Background: an optimization exercise with open tools, aiming at small area and a short achievable clock period. Do not read the settings as production practice. At most, simulation tests tie the RTL to the original design; equivalence was not proved. Power is estimated from default activity; no workload was simulated.

umber:
Design iir_filter_threefold, start of the top module:
module iir_filter_threefold(clk,rst,x,y);
input clk;
input rst;
input [19:0] x;
output reg [19:0] y;
reg pa, pb, pc;
reg [19:0] ob;           
reg [19:1] v;            
reg [17:0] h2, h3, h4;   
reg [16:0] h5;           
wire [19:0] sum = {v, 1'b0} + ob;
always @(posedge clk) begin
  if (rst) begin
    pa <= 1'b0; pb <= 1'b0; pc <= 1'b0;
    ob <= 20'd0;
    v  <= 19'd0;
    y  <= 20'd0;
    h2 <= 18'd0; h3 <= 18'd0; h4 <= 18'd0;
    h5 <= 17'd0;
  end else begin
    pa <= pc | ~(pa | pb | pc);
    pb <= pa;
    pc <= pb;
    ob <= ({20{pc}} & {h3, 2'b00})
        | ({20{pa}} & {y[18:0], 1'b0})
        | ({20{pb}} & x);
    if (pc) begin
      y  <= sum;
      h2 <= y[17:0];
      h3 <= h2;
      h4 <= h3;
      h5 <= h4[16:0];
      v  <= {h5, 2'b00};
    end else begin
      v  <= sum[19:1];
    end
  end
end
endmodule
For scale: ~610 cells after synthesis, ~130 flip-flops, about 42 I/O pins, ~5800 um^2 of cells after synthesis.
==> flow/config.mk <==
export PLATFORM = sky130hd
export DESIGN_NAME = iir_filter_threefold
export DESIGN_NICKNAME = iir_filter_threefold
export VERILOG_FILES = /design/flow/design.v
export SDC_FILE = /design/flow/constraint.sdc
export NUM_CORES = 4
export LEC_CHECK = 0
export CAP_MARGIN = 20
export CORE_MARGIN = 2
export CORE_UTILIZATION = 40
export SETUP_SLACK_MARGIN = 3.7
export SLEW_MARGIN = 20
==> flow/constraint.sdc <==
create_clock -name core_clock -period 6.0 [get_ports {clk}]
set_input_delay 1.2000 -clock core_clock [delete_from_list [all_inputs] [get_ports {clk}]]
set_output_delay 1.2000 -clock core_clock [all_outputs]
set_load 0.01 [all_outputs]
standard.sh (not shown) runs the stock make flow with config.mk's settings and CLKGATE_MAP_FILE= SYNTH_SCRIPT=/design/flow/synth_recipe.tcl, a recipe that flattens the netlist after the stock synthesis.
==> flow/flow/run.sh <==
#!/bin/bash
# Own layout flow: the standard ORFS flow (standard synthesis unchanged),
# with plain buf_1 port buffers and resizing not tied to cell footprints.
set -euo pipefail
bash standard.sh \
  "BUFFER_PORTS_ARGS=-buffer_cell sky130_fd_sc_hd__buf_1" \
  "MATCH_CELL_FOOTPRINT=0" \
  finish > flow_make.log 2>&1
Setup changes, umber to harbor
diff --git a/flow/config.mk b/flow/config.mk
--- a/flow/config.mk
+++ b/flow/config.mk
@@ -7,0 +8 @@
+export ABC_AREA = 1
@@ -11 +12 @@
-export SETUP_SLACK_MARGIN = 3.7
+export SETUP_SLACK_MARGIN = 3.8
Origin of the worst setup path = y[15]$_SDFFE_PP0P_: harbor; origin of the worst setup path = v[1]$_SDFF_PP0_: umber
Sort harbor and umber by average cell area after synthesis, descending, and umber comes first.
The higher power share of the combinational group of harbor and umber is in umber.
umber → harbor: global routing met3 resource utilization now sits higher; worst setup slack now sits higher.
diff inputs: harbor => onyx
==> flow/run.sh (new file) <==
#!/bin/bash
# synth_recipe.tcl (not shown) runs the flow's synth.tcl, then flattens the netlist and writes it again
# the make line also repeats each setting of config.mk as NAME=value (left out here)
make -C /OpenROAD-flow-scripts/flow DESIGN_CONFIG=/design/flow/config.mk WORK_HOME=/design/flow/orfs CLKGATE_MAP_FILE= SYNTH_SCRIPT=/design/flow/synth_recipe.tcl finish
diff --git a/flow/config.mk b/flow/config.mk
--- a/flow/config.mk
+++ b/flow/config.mk
@@ -8 +7,0 @@
-export ABC_AREA = 1
@@ -12 +11 @@
-export SETUP_SLACK_MARGIN = 3.8
+export SETUP_SLACK_MARGIN = 3.7
removed: flow/flow/run.sh
removed: flow/standard.sh
## What came out
Wire length is higher on onyx
Total routing resource utilization after global routing: onyx vs harbor down 0.78 points
onyx reports a lower synthesized netlist cell count than harbor does.
Sort harbor and onyx by final-layout fill cell count desc -> top: onyx
The final reports for onyx and harbor show instance area at placement higher in the former.
On share of the yosys chip area belonging to registers: onyx sits below harbor.
Share of total power in the clock network ended up 4.2 points lower on onyx than on harbor.
Area of the die in onyx is 900 um^2 higher than in harbor
[compare] base=harbor new=onyx: total internal power decreased by 0.12 mW relative to the old numbers; clock-buffer cell count now sits higher.
--- input diff onyx..cedar ---
diff --git a/flow/config.mk b/flow/config.mk
--- a/flow/config.mk
+++ b/flow/config.mk
@@ -11 +10,0 @@
-export SETUP_SLACK_MARGIN = 3.7
## What came out
Number of optimization iterations in the first detailed-route pass: cedar vs onyx up 3
onyx reports its endpoint of the worst setup timing path as v[17]$_SDFF_PP0_ while cedar reports y[19]$_SDFFE_PP0P_.
The total power consumption of the routed design reported for cedar is smaller than that of onyx by 0.012 mW.
onyx has a higher routed wire length than cedar.
In cedar, the cell area after layout came out about 4.4% below the value in onyx.
Per the comparison of cedar with onyx, number of fill cells in the layout grew by 44, delay of the slowest cell on the worst path up 60 ps, horizontal extent of the die stayed essentially flat.


Another version of the RTL of iir_filter_threefold (not shown whole).
Size: ~570 cells after synthesis, about 130 flip-flops, roughly 42 I/O pins.
export LEC_CHECK = 0
export CAP_MARGIN = 20
export CORE_MARGIN = 2
export CORE_UTILIZATION = 40
export CTS_CLUSTER_DIAMETER = 100
export CTS_CLUSTER_SIZE = 40
export SETUP_SLACK_MARGIN = 3.8
export SLEW_MARGIN = 20
create_clock -name core_clock -period 6.0 [get_ports {clk}]
run.sh (not shown) runs the stock make flow with config.mk's settings and CLKGATE_MAP_FILE= SYNTH_SCRIPT=/design/flow/synth_recipe.tcl, a recipe that flattens the netlist after the stock synthesis.
Stock flow here: none of the scripts above is used.
The baseline completed without violations.
==> next run, changes <==
CTS_CLUSTER_DIAMETER = unset   (was 100)
CTS_CLUSTER_SIZE = unset   (was 40)
What happened:
- clock power barely changes
- setup slack does not change
- global-route usage does not change
- final area does not change
- sequential share of layout area does not change
- total power stays the same
- sequential power stays flat
- wire length does not change
- cell count is unchanged
- core utilization stays the same
No functional check of the RTL was part of any run of this note.


Another version of the RTL of iir_filter_threefold (not shown whole).
For scale: about 600 cells after synthesis, about 130 flip-flops, about 42 I/O pins.
Design iir_filter_threefold, start of the top module:
module iir_filter_threefold(clk,rst,x,y);
input clk;
input rst;
input [19:0] x;
output reg [19:0] y;
reg rr;
reg pa, pb, pc;
reg [19:0] ob;           
reg [19:1] v;            
reg [17:0] h2, h3n, h4;  
reg [16:0] h5n;          
wire [18:0] ap = v;
wire [18:0] bp = ob[19:1];
wire [18:0] p0 = ap ^ bp;
wire [18:0] g0 = ap & bp;
wire gg1 = g0[1] | (p0[1] & g0[0]);
wire gg2 = g0[3] | (p0[3] & g0[2]);
wire pp2 = p0[3] & p0[2];
wire gg3 = g0[5] | (p0[5] & g0[4]);
wire pp3 = p0[5] & p0[4];
wire gg4 = g0[7] | (p0[7] & g0[6]);
wire pp4 = p0[7] & p0[6];
wire gg5 = g0[9] | (p0[9] & g0[8]);
wire pp5 = p0[9] & p0[8];
wire gg6 = g0[11] | (p0[11] & g0[10]);
wire pp6 = p0[11] & p0[10];
wire gg7 = g0[13] | (p0[13] & g0[12]);
wire pp7 = p0[13] & p0[12];
wire gg8 = g0[15] | (p0[15] & g0[14]);
wire pp8 = p0[15] & p0[14];
wire gg9 = g0[17] | (p0[17] & g0[16]);
wire pp9 = p0[17] & p0[16];
wire gg10 = g0[2] | (p0[2] & gg1);
wire gg11 = gg2 | (pp2 & gg1);
wire gg12 = g0[6] | (p0[6] & gg3);
wire pp12 = p0[6] & pp3;
wire gg13 = gg4 | (pp4 & gg3);
wire pp13 = pp4 & pp3;
wire gg14 = g0[10] | (p0[10] & gg5);
wire pp14 = p0[10] & pp5;
wire gg15 = gg6 | (pp6 & gg5);
wire pp15 = pp6 & pp5;
wire gg16 = g0[14] | (p0[14] & gg7);
wire pp16 = p0[14] & pp7;
wire gg17 = gg8 | (pp8 & gg7);
wire pp17 = pp8 & pp7;
wire gg18 = g0[18] | (p0[18] & gg9);
wire pp18 = p0[18] & pp9;
wire gg19 = g0[4] | (p0[4] & gg11);
wire gg20 = gg3 | (pp3 & gg11);
wire gg21 = gg12 | (pp12 & gg11);
wire gg22 = gg13 | (pp13 & gg11);
wire gg23 = g0[12] | (p0[12] & gg15);
wire pp23 = p0[12] & pp15;
wire gg24 = gg7 | (pp7 & gg15);
wire pp24 = pp7 & pp15;
wire gg25 = gg16 | (pp16 & gg15);
wire pp25 = pp16 & pp15;
wire gg26 = gg17 | (pp17 & gg15);
wire pp26 = pp17 & pp15;
wire gg27 = g0[8] | (p0[8] & gg22);
wire gg28 = gg5 | (pp5 & gg22);
wire gg29 = gg14 | (pp14 & gg22);
wire gg30 = gg15 | (pp15 & gg22);
wire gg31 = gg23 | (pp23 & gg22);
wire gg32 = gg24 | (pp24 & gg22);
wire gg33 = gg25 | (pp25 & gg22);
wire gg34 = gg26 | (pp26 & gg22);
wire gg35 = g0[16] | (p0[16] & gg34);
wire gg36 = gg9 | (pp9 & gg34);
wire gg37 = gg18 | (pp18 & gg34);
wire [18:0] cg = {gg37, gg36, gg35, gg34, gg33, gg32, gg31, gg30, gg29, gg28, gg27, gg22, gg21, gg20, gg19, gg11, gg10, gg1, g0[0]};
  ...
==> flow/config.mk <==
export PLATFORM = sky130hd
export DESIGN_NAME = iir_filter_threefold
export DESIGN_NICKNAME = iir_filter_threefold
export VERILOG_FILES = /design/flow/design.v
export SDC_FILE = /design/flow/constraint.sdc
export NUM_CORES = 4
export LEC_CHECK = 0
export ABC_AREA = 1
export CAP_MARGIN = 20
export CORE_MARGIN = 2
export CORE_UTILIZATION = 40
export SETUP_SLACK_MARGIN = 3.9
export SLEW_MARGIN = 20
==> flow/constraint.sdc <==
create_clock -name core_clock -period 6.0 [get_ports {clk}]
set_input_delay 1.2000 -clock core_clock [delete_from_list [all_inputs] [get_ports {clk}]]
set_output_delay 1.2000 -clock core_clock [all_outputs]
set_load 0.01 [all_outputs]
standard.sh (not shown) runs the stock make flow with config.mk's settings and CLKGATE_MAP_FILE= SYNTH_SCRIPT=/design/flow/synth_recipe.tcl, a recipe that flattens the netlist after the stock synthesis.
==> flow/flow/run.sh <==
#!/bin/bash
# Own layout flow: the standard ORFS flow (standard synthesis unchanged), with
#  - plain buf_1 port buffers (resized later as timing needs),
#  - resizing not tied to cell footprints,
#  - a clock tree of clkbuf_4 or clkbuf_8 leaf buffers under a clkbuf_16 root, without dummy loads.
set -euo pipefail
bash standard.sh \
  "BUFFER_PORTS_ARGS=-buffer_cell sky130_fd_sc_hd__buf_1" \
  "MATCH_CELL_FOOTPRINT=0" \
  "CTS_ARGS=-sink_clustering_enable -repair_clock_nets -dont_use_dummy_load -buf_list {sky130_fd_sc_hd__clkbuf_4 sky130_fd_sc_hd__clkbuf_8} -root_buf sky130_fd_sc_hd__clkbuf_16" \
  finish > flow_make.log 2>&1
The starting point went through all stages and came out clean.
Rerun with:
==> flow/flow/run.sh (replaced) <==
#!/bin/bash
# Own layout flow: the standard ORFS flow (standard synthesis unchanged), with
#  - plain buf_1 port buffers (resized later as timing needs),
#  - resizing not tied to cell footprints,
#  - a clock tree of clkbuf_8 leaf buffers under a clkbuf_16 root, without dummy loads.
set -euo pipefail
bash standard.sh \
  "BUFFER_PORTS_ARGS=-buffer_cell sky130_fd_sc_hd__buf_1" \
  "MATCH_CELL_FOOTPRINT=0" \
  "CTS_ARGS=-sink_clustering_enable -repair_clock_nets -dont_use_dummy_load -buf_list sky130_fd_sc_hd__clkbuf_8 -root_buf sky130_fd_sc_hd__clkbuf_16" \
  finish > flow_make.log 2>&1
Settings changed: CORE_UTILIZATION 40 to 50.
After rerunning: Clock skew went down by 0.0098 ns; sequential power barely changes; global-route usage went up by 3.0 points; area after synthesis stays the same; fmax went down by 2.4%; count of clock-buffer cells in the layout stays the same; final area is about the same; setup slack is worse by 0.050 ns; first-iteration DRC count falls by 7.7%.
Rerun with:
Settings changed: CORE_UTILIZATION 50 to 35.
=> Fmax grows by 1.8%; power stays flat; sequential share of layout area stays flat; area after synthesis is unchanged; worst setup slack gets better by 0.038 ns; core utilization came out lower by 18 points; final area increases by 0.67%; clock power hardly moves.
Rerun with:
Settings changed: CORE_UTILIZATION 35 to 40, SETUP_SLACK_MARGIN 3.9 to 3.8.
Effect: The changed run completed with no timing, DRC or antenna violations; clock skew is higher by 0.010 ns; register-to-register slack got worse by 0.05 ns; first-iteration DRC count is lower by 2.3%; combinational power is lower by about 3%; synthesized cell count is unchanged; worst hold slack got worse by 0.011 ns; setup slack got worse by 0.052 ns; power is lower by 0.86%; design area is lower by 2.4%.

[separate check: timing with driven ports]
In the flow no input, the clock included, has a driving cell. The finished layouts below were timed again as built, in two steps.
Step 1 sets driving cells, clkbuf_16 on the clock port and buf_2 on the other inputs (assumed; they add their load-dependent delay and slew).
Step 2 times the ports against the registers' clock, not the clock port: input delays grow and output delays shrink by t, the midpoint of the rising clock arrivals with the driver on.
Three values: ideal ports, drivers, drivers and shift; two values: the first two.
| run | t, ns | slack for setup (ns) | worst setup path at the end | latest minus earliest clock arrival (ns) | worst data-port slew with drivers (ns) |
|---|---|---|---|---|---|
| umber | 0.452 | 3.643 / 3.643 / 3.353 | input to register | 0.005 / 0.006 | 0.07 |
| harbor | 0.448 | 3.834 / 3.792 / 3.452 | input to register | 0.008 / 0.008 | 0.05 |
| onyx | 0.452 | 3.651 / 3.651 / 3.264 | input to register | 0.007 / 0.006 | 0.05 |
| cedar | 0.453 | 3.279 / 3.279 / 2.876 | input to register | 0.006 / 0.006 | 0.05 |
| the first run of note 2 | 0.458 | 3.250 / 3.250 / 3.250 | register to register | 0.007 / 0.007 | 0.03 |
| the second run of note 2 | 0.458 | 3.250 / 3.250 / 3.250 | register to register | 0.007 / 0.007 | 0.03 |
| the first run of note 3 | 0.379 | 3.938 / 3.912 / 3.762 | input to register | 0.030 / 0.030 | 0.04 |
| the second run of note 3 | 0.384 | 3.888 / 3.888 / 3.799 | input to register | 0.020 / 0.020 | 0.03 |
| the third run of note 3 | 0.392 | 3.926 / 3.893 / 3.827 | input to register | 0.021 / 0.021 | 0.03 |
| the fourth run of note 3 | 0.383 | 3.874 / 3.838 / 3.776 | input to register | 0.032 / 0.031 | 0.04 |
After both steps setup and hold are still met in every run listed. The setup slack of cedar, which loses most, moves by 0.000 ns with the drivers and by -0.403 ns with both steps.
